Context: an optimization exercise on an open-source flow, tuned for small area. The choices shown serve that exercise and are no tape-out recipe.
The RTL was checked by simulation tests, not by an equivalence proof against the original design.
The flow treats the clock pin as an ideal source. Dropping or thinning the clock tree relies on that and would not hold on a real chip.
No activity file was given, so power comes from the tool's default toggle rates.

==> module Player_Block_T, before the edit <==
module Player_Block_T (
    input  logic        clk,
    input  logic        resetN,
    input  logic [10:0] pixelX,
    input  logic [10:0] pixelY,
    input  logic        startOfFrame,
    input  logic        up_key,
    input  logic        down_key,
    input  logic        left_key,
    input  logic        right_key,
    input  logic        column_collision,
    input  logic [1:0]  speed_level,
    input  logic        mode_sel,
    input  logic        game_on,
    input  logic        player_hit,
    input  logic        turbo_pulse,
    output logic [10:0] player_topLeftX,
    output logic [10:0] player_topLeftY,
    output logic        playerDR,
    output logic [7:0]  playerRGB,
    output logic        player_invulnerable
);
localparam logic [3:0] HIT_EMPTY = 4'b0010;
logic [2:0]  st;
logic [10:0] x;
logic [9:0]  y;
logic [10:1] x_hi;                      
logic [9:1]  y_hi;
logic        x_lo, y_lo;                
assign x = {x_hi, x_lo};
assign y = {y_hi, y_lo};
logic [1:0]  spd;                       
logic        f_up, f_dn, f_lf, f_rt;    
logic        ydir, xdir;                
logic [3:0]  hit;
logic [3:0]  hit_code;                  
logic [2:0] amt;                        
assign amt = (spd == 2'd1) ? 3'd3 : (spd == 2'd2) ? 3'd4 : 3'd2;
logic [10:0] dxm;
logic [9:0]  dym;
assign dxm = (f_lf | f_rt) ? (xdir ? {8'd0, amt} : -{8'd0, amt}) : 11'd0;
assign dym = (f_up | f_dn) ? (ydir ? {7'd0, amt} : -{7'd0, amt}) : 10'd0;
wire in_move = ~st[1] & st[0];                  
wire hit_open = (hit[1:0] != 2'b11) && (hit != HIT_EMPTY);
wire x_below = (x[10:5] == 6'd0) & ~(x[2] & x[1]);                  
wire x_above = x[10] & x[7] & (x[5] | (x[4:0] == 5'b11111));        
wire y_below = (y[9:5] == 5'b00010);                                 
wire y_above = y[9] & y[8] & y[6] & y[5] & (y[2:0] != 3'd0);        
wire is_idle = ~(st[2] | st[1] | st[0]);        
wire is_sof  = st[1] & st[0];                    
wire is_chg  = st[1] & ~st[0];                   
wire [10:0] xs = x + (st[0] ? 11'd0 : dxm);
wire [9:0]  ys = y + (st[0] ? 10'd0 : dym);
wire x_clamp = x_below | x_above;
wire y_clamp = y_below | y_above;
wire x_ld_lo = is_idle | (is_sof & hit[3]) | x_clamp;
wire y_ld_lo = is_idle | (is_sof & hit[2]) | y_clamp;
wire x_ld_hi = is_idle | x_clamp;
wire y_ld_hi = is_idle | y_clamp;
logic [10:0] x_n;
logic [9:0]  y_n;
assign x_n[5:0]  = x_ld_lo ? 6'b011110 : xs[5:0];
assign x_n[10:6] = x_ld_hi ? (x_above ? 5'b10010 : 5'b00000) : xs[10:6];
assign y_n[5:0]  = y_ld_lo ? 6'b100000 : ys[5:0];
assign y_n[9:6]  = y_ld_hi ? (y_above ? 4'b1101 : 4'b0001) : ys[9:6];
always_ff @(posedge clk or negedge resetN)
    if (!resetN) begin
        st  <= 3'b000;
        spd <= 2'd0;
        x_hi <= 10'd0;
        y_hi <= 9'd0;
    end else begin
        x_hi <= x_n[10:1];
        y_hi <= y_n[9:1];
        st  <= {is_chg, st[0] & (st[1] | startOfFrame), ~st[1] & (st[0] | game_on)};
        if (is_chg) spd <= speed_level;
    end
always_ff @(posedge clk) begin
    x_lo <= x_n[0];
    y_lo <= y_n[0];
end
always_ff @(posedge clk) begin
    ydir <= (in_move & down_key & ~f_dn) | (ydir & ~(in_move & up_key & ~f_up));
    xdir <= (in_move & right_key & ~f_rt) | (xdir & ~(in_move & left_key & ~f_lf));
end
always_ff @(posedge clk) begin
    if (~st[2] & ~st[0]) begin                   
        f_up <= 1'b0; f_dn <= 1'b0; f_lf <= 1'b0; f_rt <= 1'b0;
    end else if (in_move) begin
        if (up_key)    f_up <= 1'b1;
        if (down_key)  f_dn <= 1'b1;
        if (left_key)  f_lf <= 1'b1;
        if (right_key) f_rt <= 1'b1;
    end
    if (is_idle || is_sof)
        hit <= HIT_EMPTY;
    else if (in_move && column_collision) begin
        if (hit == HIT_EMPTY)
            hit <= hit_code;
        else if (hit_open && hit_code != hit && (hit_code[3] | hit_code[2] | hit_code[0]))   
            hit <= {hit[3] | hit_code[3], hit[2] | hit_code[2], 2'b11};
    end
end
assign player_topLeftX = {1'b0, x[10:1]};
assign player_topLeftY = {2'b0, y[9:1]};
logic [5:0] dxl, dyl;                   
logic [4:0] dxh;
logic [3:0] dyh;
assign dxl = {1'b0, pixelX[4:0]} - {1'b0, x[5:1]};
assign dyl = {1'b0, pixelY[4:0]} - {1'b0, y[5:1]};
assign dxh = pixelX[9:5] - x[10:6] - {4'd0, dxl[5]};
assign dyh = pixelY[8:5] - y[9:6] - {3'd0, dyl[5]};
logic       ins;
logic [4:0] ox, oy;
always_ff @(posedge clk or negedge resetN)
    if (!resetN) ins <= 1'b0;
    else         ins <= (dxh == 5'd0) && (dyh == 4'd0);
always_ff @(posedge clk) begin
    ox <= dxl[4:0];
    oy <= dyl[4:0];
end
logic [3:0] idx_n, hc_n, col_idx;
sprite_rom rom (.ins(ins), .left(left_key), .right(right_key), .up(up_key),
                .row(oy), .col(ox), .idx(idx_n));
hit_table ht (.ins(ins), .row(oy[4:2]), .col(ox[4:2]), .code(hc_n));
always_ff @(posedge clk) begin
    col_idx  <= idx_n;
    hit_code <= hc_n;
end
logic [4:0] s;
always_ff @(posedge clk or negedge resetN)
    if (!resetN)          s <= 5'd0;
    else if (s == 5'd0)   begin if (player_hit) s <= 5'd1; end
    else if (s[4] & s[2] & s[1]) s <= 5'd0;       
    else if (turbo_pulse) s <= s + 5'd1;
assign player_invulnerable = (s != 5'd0);
palette pal (.idx(col_idx), .mode_sel(mode_sel), .invert(s[0]),
             .dr(playerDR), .rgb(playerRGB));
endmodule
Settings: LEC_CHECK=0, ABC_AREA=1, CAP_MARGIN=20, CORE_MARGIN=2, CORE_UTILIZATION=65, PLACE_DENSITY=0.75, SLEW_MARGIN=20; clock period 10.0 ns.
standard.sh (not shown) runs the stock make flow with config.mk's settings and CLKGATE_MAP_FILE= SYNTH_SCRIPT=/design/flow/synth_recipe.tcl, a recipe that flattens the netlist after the stock synthesis.
==> flow/flow/run.sh <==
#!/bin/bash
# Layout flow: the standard synthesis; then an area-oriented re-mapping of the
# combinational logic only (every register instance is kept as synthesis made it);
# then the standard layout steps, with single-strength port buffers and a
# lighter clock tree (flow/cts_hook.tcl). Each tool's output goes to a log_*.log file here.
set -euo pipefail
HERE=$(pwd)
R=$HERE/orfs/results/sky130hd/Player_Block_T/base

# 1. standard synthesis, unchanged
bash standard.sh synth > log_1_standard_synth.log 2>&1
cp "$R/1_2_yosys.v" "$HERE/standard_1_2_yosys.v"

# 2. re-map the combinational logic for area (registers are black boxes here);
#    16 runs with different optimisation seeds from the netlist as it is, 16 from it
#    after one ABC dc2 pass, 16 after an ABC resyn2-style pass and 16 with &deepsyn's
#    two-input-LUT option, each also mapped with other amap settings; the smallest
#    netlist is kept
bash flow/remap.sh "$HERE/standard_1_2_yosys.v" "$HERE/remapped_a.v" "$HERE/remap_a" 16 "-J 1000" \
    > log_2_remap_a.log 2>&1
bash flow/remap.sh "$HERE/standard_1_2_yosys.v" "$HERE/remapped_b.v" "$HERE/remap_b" 16 "-J 1000" "dc2" \
    > log_2_remap_b.log 2>&1
bash flow/remap.sh "$HERE/standard_1_2_yosys.v" "$HERE/remapped_c.v" "$HERE/remap_c" 16 "-J 1000" \
    "balance; rewrite; refactor; balance; rewrite; rewrite -z; balance; refactor -z; rewrite -z; balance" \
    > log_2_remap_c.log 2>&1
bash flow/remap.sh "$HERE/standard_1_2_yosys.v" "$HERE/remapped_d.v" "$HERE/remap_d" 16 "-J 1000 -t" \
    > log_2_remap_d.log 2>&1
best=""; best_area=""
for v in a b c d; do
  a=$(sed -n 's/^keeping run .* (area \(.*\))$/\1/p' log_2_remap_$v.log)
  echo "$v: $a" >> log_2_remap.log
  if [[ -z "$best" ]] || (( $(echo "$a < $best_area" | bc -l) )); then best=$v; best_area=$a; fi
done
echo "keeping $best" >> log_2_remap.log
cp "$HERE/remapped_$best.v" "$HERE/remapped_1_2_yosys.v"
cp "$HERE/remapped_1_2_yosys.v" "$R/1_2_yosys.v"
touch "$R/1_2_yosys.v"

# 3. the rest of the standard layout
export BUFFER_PORTS_ARGS="-buffer_cell sky130_fd_sc_hd__buf_1"
export SKIP_REPAIR_TIE_FANOUT=1
export PRE_CTS_TCL="$HERE/flow/cts_hook.tcl"
export FLOW_CLK_K=4
export FLOW_CLK_MODE=bisect
export FLOW_CLK_SLEW_PS=105
bash standard.sh > log_3_standard_layout.log 2>&1
Other scripts of this flow, unchanged in this note and not shown: flow/flow/cts_hook.tcl, flow/flow/remap.abc, flow/flow/remap.sh, flow/flow/remap.ys, flow/flow/remap_map.abc
Then changed:
--- a/flow/design.v
+++ b/flow/design.v
@@ -517,8 +517,9 @@
 wire is_sof  = st[1] & st[0];                    
 wire is_chg  = st[1] & ~st[0];                   
-wire [10:0] xs = x + (st[0] ? 11'd0 : dxm);
-wire [9:0]  ys = y + (st[0] ? 10'd0 : dym);
-wire x_clamp = x_below | x_above;
-wire y_clamp = y_below | y_above;
+wire is_lim  = st[2];                            
+wire [10:0] xs = x + (is_chg ? dxm : 11'd0);
+wire [9:0]  ys = y + (is_chg ? dym : 10'd0);
+wire x_clamp = is_lim & (x_below | x_above);
+wire y_clamp = is_lim & (y_below | y_above);
 wire x_ld_lo = is_idle | (is_sof & hit[3]) | x_clamp;
 wire y_ld_lo = is_idle | (is_sof & hit[2]) | y_clamp;
@@ -528,7 +529,7 @@
 logic [9:0]  y_n;
 assign x_n[5:0]  = x_ld_lo ? 6'b011110 : xs[5:0];
-assign x_n[10:6] = x_ld_hi ? (x_above ? 5'b10010 : 5'b00000) : xs[10:6];
+assign x_n[10:6] = x_ld_hi ? ((is_lim & x_above) ? 5'b10010 : 5'b00000) : xs[10:6];
 assign y_n[5:0]  = y_ld_lo ? 6'b100000 : ys[5:0];
-assign y_n[9:6]  = y_ld_hi ? (y_above ? 4'b1101 : 4'b0001) : ys[9:6];
+assign y_n[9:6]  = y_ld_hi ? ((is_lim & y_above) ? 4'b1101 : 4'b0001) : ys[9:6];
 always_ff @(posedge clk or negedge resetN)
     if (!resetN) begin
@@ -565,5 +566,5 @@
         if (hit == HIT_EMPTY)
             hit <= hit_code;
-        else if (hit_open && hit_code != hit && (hit_code[3] | hit_code[2] | hit_code[0]))   
+        else if (hit_open && hit_code != hit && hit_code != 4'b0000)
             hit <= {hit[3] | hit_code[3], hit[2] | hit_code[2], 2'b11};
     end
Result: The changed run completed without violations; via count came out lower by about 1.4%; design area is about the same; clock power came out lower by about 2%; global-route usage came out lower by 0.73 points; sequential power came out higher by about 1%; sequential share of layout area stays flat; critical path depth came out lower by 3; cell count came out higher by 0.69%; sequential cell count is unchanged.
No run of this note takes its clock network from TritonCTS; it comes from the design's own scripts or RTL.

---

Another version of the RTL of Player_Block_T (not shown whole).
Size in the first run: ~600 cells after synthesis, ~4000 um^2 of cells after synthesis.
==> module Player_Block_T, before the edit <==
module Player_Block_T (
    input  logic        clk,
    input  logic        resetN,
    input  logic [10:0] pixelX,
    input  logic [10:0] pixelY,
    input  logic        startOfFrame,
    input  logic        up_key,
    input  logic        down_key,
    input  logic        left_key,
    input  logic        right_key,
    input  logic        column_collision,
    input  logic [1:0]  speed_level,
    input  logic        mode_sel,
    input  logic        game_on,
    input  logic        player_hit,
    input  logic        turbo_pulse,
    output logic [10:0] player_topLeftX,
    output logic [10:0] player_topLeftY,
    output logic        playerDR,
    output logic [7:0]  playerRGB,
    output logic        player_invulnerable
);
localparam logic [3:0] HIT_EMPTY = 4'b0010;
logic [2:0]  st;
logic [10:0] x;
logic [9:0]  y;
logic [10:1] x_hi;                      
logic [9:1]  y_hi;
logic        x_lo, y_lo;                
assign x = {x_hi, x_lo};
assign y = {y_hi, y_lo};
logic [1:0]  spd;                       
logic        m_y, b_y, ydir;
logic        m_x, b_x, xdir;
logic [3:0]  hit;
logic [3:0]  hit_code;                  
logic [2:0] amt;                        
assign amt = (spd == 2'd1) ? 3'd3 : (spd == 2'd2) ? 3'd4 : 3'd2;
logic [10:0] dxm;
logic [9:0]  dym;
assign dxm = m_x ? (xdir ? {8'd0, amt} : -{8'd0, amt}) : 11'd0;
assign dym = m_y ? (ydir ? {7'd0, amt} : -{7'd0, amt}) : 10'd0;
wire in_move = ~st[1] & st[0];                  
wire hit_open = (hit[1:0] != 2'b11) && (hit != HIT_EMPTY);
wire x_below = (x[10:5] == 6'd0) & ~(x[2] & x[1]);                  
wire x_above = x[10] & x[7] & (x[5] | (x[4:0] == 5'b11111));        
wire y_below = (y[9:5] == 5'b00010);                                 
wire y_above = y[9] & y[8] & y[6] & y[5] & (y[2:0] != 3'd0);        
wire is_idle = ~(st[2] | st[1] | st[0]);        
wire is_sof  = st[1] & st[0];                    
wire is_chg  = st[1] & ~st[0];                   
wire [10:0] xs = x + (st[0] ? 11'd0 : dxm);
wire [9:0]  ys = y + (st[0] ? 10'd0 : dym);
wire x_clamp = x_below | x_above;
wire y_clamp = y_below | y_above;
wire x_ld_lo = is_idle | (is_sof & hit[3]) | x_clamp;
wire y_ld_lo = is_idle | (is_sof & hit[2]) | y_clamp;
wire x_ld_hi = is_idle | x_clamp;
wire y_ld_hi = is_idle | y_clamp;
logic [10:0] x_n;
logic [9:0]  y_n;
assign x_n[5:0]  = x_ld_lo ? 6'b011110 : xs[5:0];
assign x_n[10:6] = x_ld_hi ? (x_above ? 5'b10010 : 5'b00000) : xs[10:6];
assign y_n[5:0]  = y_ld_lo ? 6'b100000 : ys[5:0];
assign y_n[9:6]  = y_ld_hi ? (y_above ? 4'b1101 : 4'b0001) : ys[9:6];
always_ff @(posedge clk or negedge resetN)
    if (!resetN) begin
        st  <= 3'b000;
        spd <= 2'd0;
        x_hi <= 10'd0;
        y_hi <= 9'd0;
    end else begin
        x_hi <= x_n[10:1];
        y_hi <= y_n[9:1];
        st  <= {is_chg, st[0] & (st[1] | startOfFrame), ~st[1] & (st[0] | game_on)};
        if (is_chg) spd <= speed_level;
    end
always_ff @(posedge clk) begin
    x_lo <= x_n[0];
    y_lo <= y_n[0];
end
wire clr_keys = ~st[2] & ~st[0];                
wire e_y = in_move & ~b_y;
wire e_x = in_move & ~b_x;
always_ff @(posedge clk) begin
    ydir <= ydir ? ~(e_y & ((m_y & up_key) | (~m_y & ~down_key))) : (e_y & down_key);
    xdir <= xdir ? ~(e_x & ((m_x & left_key) | (~m_x & ~right_key))) : (e_x & right_key);
end
always_ff @(posedge clk) begin
    m_y <= ~clr_keys & (m_y | (in_move & (up_key | down_key)));
    m_x <= ~clr_keys & (m_x | (in_move & (left_key | right_key)));
    b_y <= ~clr_keys & (b_y | (in_move & (m_y ? (ydir ? up_key : down_key) : (up_key & down_key))));
    b_x <= ~clr_keys & (b_x | (in_move & (m_x ? (xdir ? left_key : right_key) : (left_key & right_key))));
end
always_ff @(posedge clk) begin
    if (is_idle || is_sof)
        hit <= HIT_EMPTY;
    else if (in_move && column_collision) begin
        if (hit == HIT_EMPTY)
            hit <= hit_code;
        else if (hit_open && hit_code != hit && (hit_code[3] | hit_code[2] | hit_code[0]))   
            hit <= {hit[3] | hit_code[3], hit[2] | hit_code[2], 2'b11};
    end
end
assign player_topLeftX = {1'b0, x[10:1]};
assign player_topLeftY = {2'b0, y[9:1]};
logic [5:0] dxl, dyl;                   
logic [4:0] dxh;
logic [3:0] dyh;
assign dxl = {1'b0, pixelX[4:0]} - {1'b0, x[5:1]};
assign dyl = {1'b0, pixelY[4:0]} - {1'b0, y[5:1]};
assign dxh = pixelX[9:5] - x[10:6] - {4'd0, dxl[5]};
assign dyh = pixelY[8:5] - y[9:6] - {3'd0, dyl[5]};
logic       ins;
logic [4:0] ox, oy;
always_ff @(posedge clk or negedge resetN)
    if (!resetN) ins <= 1'b0;
    else         ins <= (dxh == 5'd0) && (dyh == 4'd0);
always_ff @(posedge clk) begin
    ox <= dxl[4:0];
    oy <= dyl[4:0];
end
logic [3:0] idx_n, hc_n, col_idx;
sprite_rom rom (.ins(ins), .left(left_key), .right(right_key), .up(up_key),
                .row(oy), .col(ox), .idx(idx_n));
hit_table ht (.ins(ins), .row(oy[4:2]), .col(ox[4:2]), .code(hc_n));
always_ff @(posedge clk) begin
    col_idx  <= idx_n;
    hit_code <= hc_n;
end
logic [4:0] s;
always_ff @(posedge clk or negedge resetN)
    if (!resetN)          s <= 5'd0;
    else if (s == 5'd0)   begin if (player_hit) s <= 5'd1; end
    else if (s[4] & s[2] & s[1]) s <= 5'd0;       
    else if (turbo_pulse) s <= s + 5'd1;
assign player_invulnerable = (s != 5'd0);
palette pal (.idx(col_idx), .mode_sel(mode_sel), .invert(s[0]),
             .dr(playerDR), .rgb(playerRGB));
endmodule
export LEC_CHECK = 0
export ABC_AREA = 1
export CAP_MARGIN = 20
export CORE_MARGIN = 2
export CORE_UTILIZATION = 65
export PLACE_DENSITY = 0.75
export SLEW_MARGIN = 20
create_clock -name core_clock -period 10.0 [get_ports {clk}]
==> flow/flow/run.sh <==
#!/bin/bash
# Layout flow: the standard synthesis; then an area-oriented re-mapping of the
# combinational logic only (every register instance is kept as synthesis made it);
# then the standard layout steps, with single-strength port buffers and a
# lighter clock tree (flow/cts_hook.tcl). Each tool's output goes to a log_*.log file here.
set -euo pipefail
HERE=$(pwd)
R=$HERE/orfs/results/sky130hd/Player_Block_T/base

# 1. standard synthesis, unchanged
bash standard.sh synth > log_1_standard_synth.log 2>&1
cp "$R/1_2_yosys.v" "$HERE/standard_1_2_yosys.v"

# 2. re-map the combinational logic for area (registers are black boxes here);
#    16 runs with different optimisation seeds from the netlist as it is, 16 from it
#    after one ABC dc2 pass and 16 after an ABC resyn2-style pass, each also mapped
#    with other amap settings; the smallest netlist is kept
bash flow/remap.sh "$HERE/standard_1_2_yosys.v" "$HERE/remapped_a.v" "$HERE/remap_a" 16 "-J 1000" \
    > log_2_remap_a.log 2>&1
bash flow/remap.sh "$HERE/standard_1_2_yosys.v" "$HERE/remapped_b.v" "$HERE/remap_b" 16 "-J 1000" "dc2" \
    > log_2_remap_b.log 2>&1
bash flow/remap.sh "$HERE/standard_1_2_yosys.v" "$HERE/remapped_c.v" "$HERE/remap_c" 16 "-J 1000" \
    "balance; rewrite; refactor; balance; rewrite; rewrite -z; balance; refactor -z; rewrite -z; balance" \
    > log_2_remap_c.log 2>&1
best=""; best_area=""
for v in a b c; do
  a=$(sed -n 's/^keeping run .* (area \(.*\))$/\1/p' log_2_remap_$v.log)
  echo "$v: $a" >> log_2_remap.log
  if [[ -z "$best" ]] || (( $(echo "$a < $best_area" | bc -l) )); then best=$v; best_area=$a; fi
done
echo "keeping $best" >> log_2_remap.log
cp "$HERE/remapped_$best.v" "$HERE/remapped_1_2_yosys.v"
cp "$HERE/remapped_1_2_yosys.v" "$R/1_2_yosys.v"
touch "$R/1_2_yosys.v"

# 3. the rest of the standard layout
export BUFFER_PORTS_ARGS="-buffer_cell sky130_fd_sc_hd__buf_1"
export SKIP_REPAIR_TIE_FANOUT=1
export PRE_CTS_TCL="$HERE/flow/cts_hook.tcl"
export FLOW_CLK_K=4
export FLOW_CLK_MODE=bisect
export FLOW_CLK_SLEW_PS=105
bash standard.sh > log_3_standard_layout.log 2>&1
Other scripts of this flow, unchanged in this note and not shown: flow/flow/cts_hook.tcl, flow/flow/remap.abc, flow/flow/remap.sh, flow/flow/remap.ys, flow/flow/remap_map.abc
Edit:
--- a/flow/design.v
+++ b/flow/design.v
@@ -496,18 +496,18 @@
 logic        x_lo, y_lo;                
 assign x = {x_hi, x_lo};
 assign y = {y_hi, y_lo};
 logic [1:0]  spd;                       
-logic        m_y, b_y, ydir;
-logic        m_x, b_x, xdir;
+logic        f_up, f_dn, f_lf, f_rt;    
+logic        ydir, xdir;                
 logic [3:0]  hit;
 logic [3:0]  hit_code;                  
 logic [2:0] amt;                        
 assign amt = (spd == 2'd1) ? 3'd3 : (spd == 2'd2) ? 3'd4 : 3'd2;
 logic [10:0] dxm;
 logic [9:0]  dym;
-assign dxm = m_x ? (xdir ? {8'd0, amt} : -{8'd0, amt}) : 11'd0;
-assign dym = m_y ? (ydir ? {7'd0, amt} : -{7'd0, amt}) : 10'd0;
+assign dxm = (f_lf | f_rt) ? (xdir ? {8'd0, amt} : -{8'd0, amt}) : 11'd0;
+assign dym = (f_up | f_dn) ? (ydir ? {7'd0, amt} : -{7'd0, amt}) : 10'd0;
 wire in_move = ~st[1] & st[0];                  
 wire hit_open = (hit[1:0] != 2'b11) && (hit != HIT_EMPTY);
 wire x_below = (x[10:5] == 6'd0) & ~(x[2] & x[1]);                  
 wire x_above = x[10] & x[7] & (x[5] | (x[4:0] == 5'b11111));        
@@ -545,22 +545,21 @@
 always_ff @(posedge clk) begin
     x_lo <= x_n[0];
     y_lo <= y_n[0];
 end
-wire clr_keys = ~st[2] & ~st[0];                
-wire e_y = in_move & ~b_y;
-wire e_x = in_move & ~b_x;
 always_ff @(posedge clk) begin
-    ydir <= ydir ? ~(e_y & ((m_y & up_key) | (~m_y & ~down_key))) : (e_y & down_key);
-    xdir <= xdir ? ~(e_x & ((m_x & left_key) | (~m_x & ~right_key))) : (e_x & right_key);
-end
-always_ff @(posedge clk) begin
-    m_y <= ~clr_keys & (m_y | (in_move & (up_key | down_key)));
-    m_x <= ~clr_keys & (m_x | (in_move & (left_key | right_key)));
-    b_y <= ~clr_keys & (b_y | (in_move & (m_y ? (ydir ? up_key : down_key) : (up_key & down_key))));
-    b_x <= ~clr_keys & (b_x | (in_move & (m_x ? (xdir ? left_key : right_key) : (left_key & right_key))));
+    ydir <= (in_move & down_key & ~f_dn) | (ydir & ~(in_move & up_key & ~f_up));
+    xdir <= (in_move & right_key & ~f_rt) | (xdir & ~(in_move & left_key & ~f_lf));
 end
 always_ff @(posedge clk) begin
+    if (~st[2] & ~st[0]) begin                   
+        f_up <= 1'b0; f_dn <= 1'b0; f_lf <= 1'b0; f_rt <= 1'b0;
+    end else if (in_move) begin
+        if (up_key)    f_up <= 1'b1;
+        if (down_key)  f_dn <= 1'b1;
+        if (left_key)  f_lf <= 1'b1;
+        if (right_key) f_rt <= 1'b1;
+    end
     if (is_idle || is_sof)
         hit <= HIT_EMPTY;
     else if (in_move && column_collision) begin
         if (hit == HIT_EMPTY)
Effect:
- The new run finished clean
- final cell count shrinks by 2.3%
- global-route usage grows by 3.1 points
- cell area shrinks by 1.2%
- power shrinks by 3.3%
- fmax grows by 1.2%
No run of this note takes its clock network from TritonCTS; it comes from the design's own scripts or RTL.

-- static timing again, ports no longer ideal --
In the flow no input, the clock included, has a driving cell. The finished layouts below were timed again as built, in two steps. Step 1, drivers: a clkbuf_16 drives clk and a buf_2 each remaining input, both assumed. Step 2 times the ports against the registers' clock, not the clock port: input delays grow and output delays shrink by t, the midpoint of the rising clock arrivals with the driver on. a / b / c = ideal ports / drivers / drivers and shift; a / b = the first two.
| run | shift t [ns] | setup WS [ns] | latest minus earliest clock arrival (ns) | worst register clock-pin slew, ns | pins driven straight from the clock port |
|---|---|---|---|---|---|
| the first run of note 1 | 0.212 | 4.892 / 4.927 / 4.714 | 0.008 / 0.009 | 0.10 / 0.10 | 4 |
| the second run of note 1 | 0.202 | 4.246 / 4.224 / 4.224 | 0.015 / 0.014 | 0.10 / 0.10 | 4 |
| the first run of note 2 | 0.212 | 3.880 / 3.849 / 3.849 | 0.006 / 0.006 | 0.10 / 0.10 | 4 |
| the second run of note 2 | 0.210 | 3.950 / 3.986 / 3.776 | 0.007 / 0.007 | 0.10 / 0.10 | 4 |
After both steps every run listed still meets setup and hold. For the first run of note 1, which loses most, drivers alone change the setup slack by +0.035 ns; drivers and shift together by -0.178 ns.
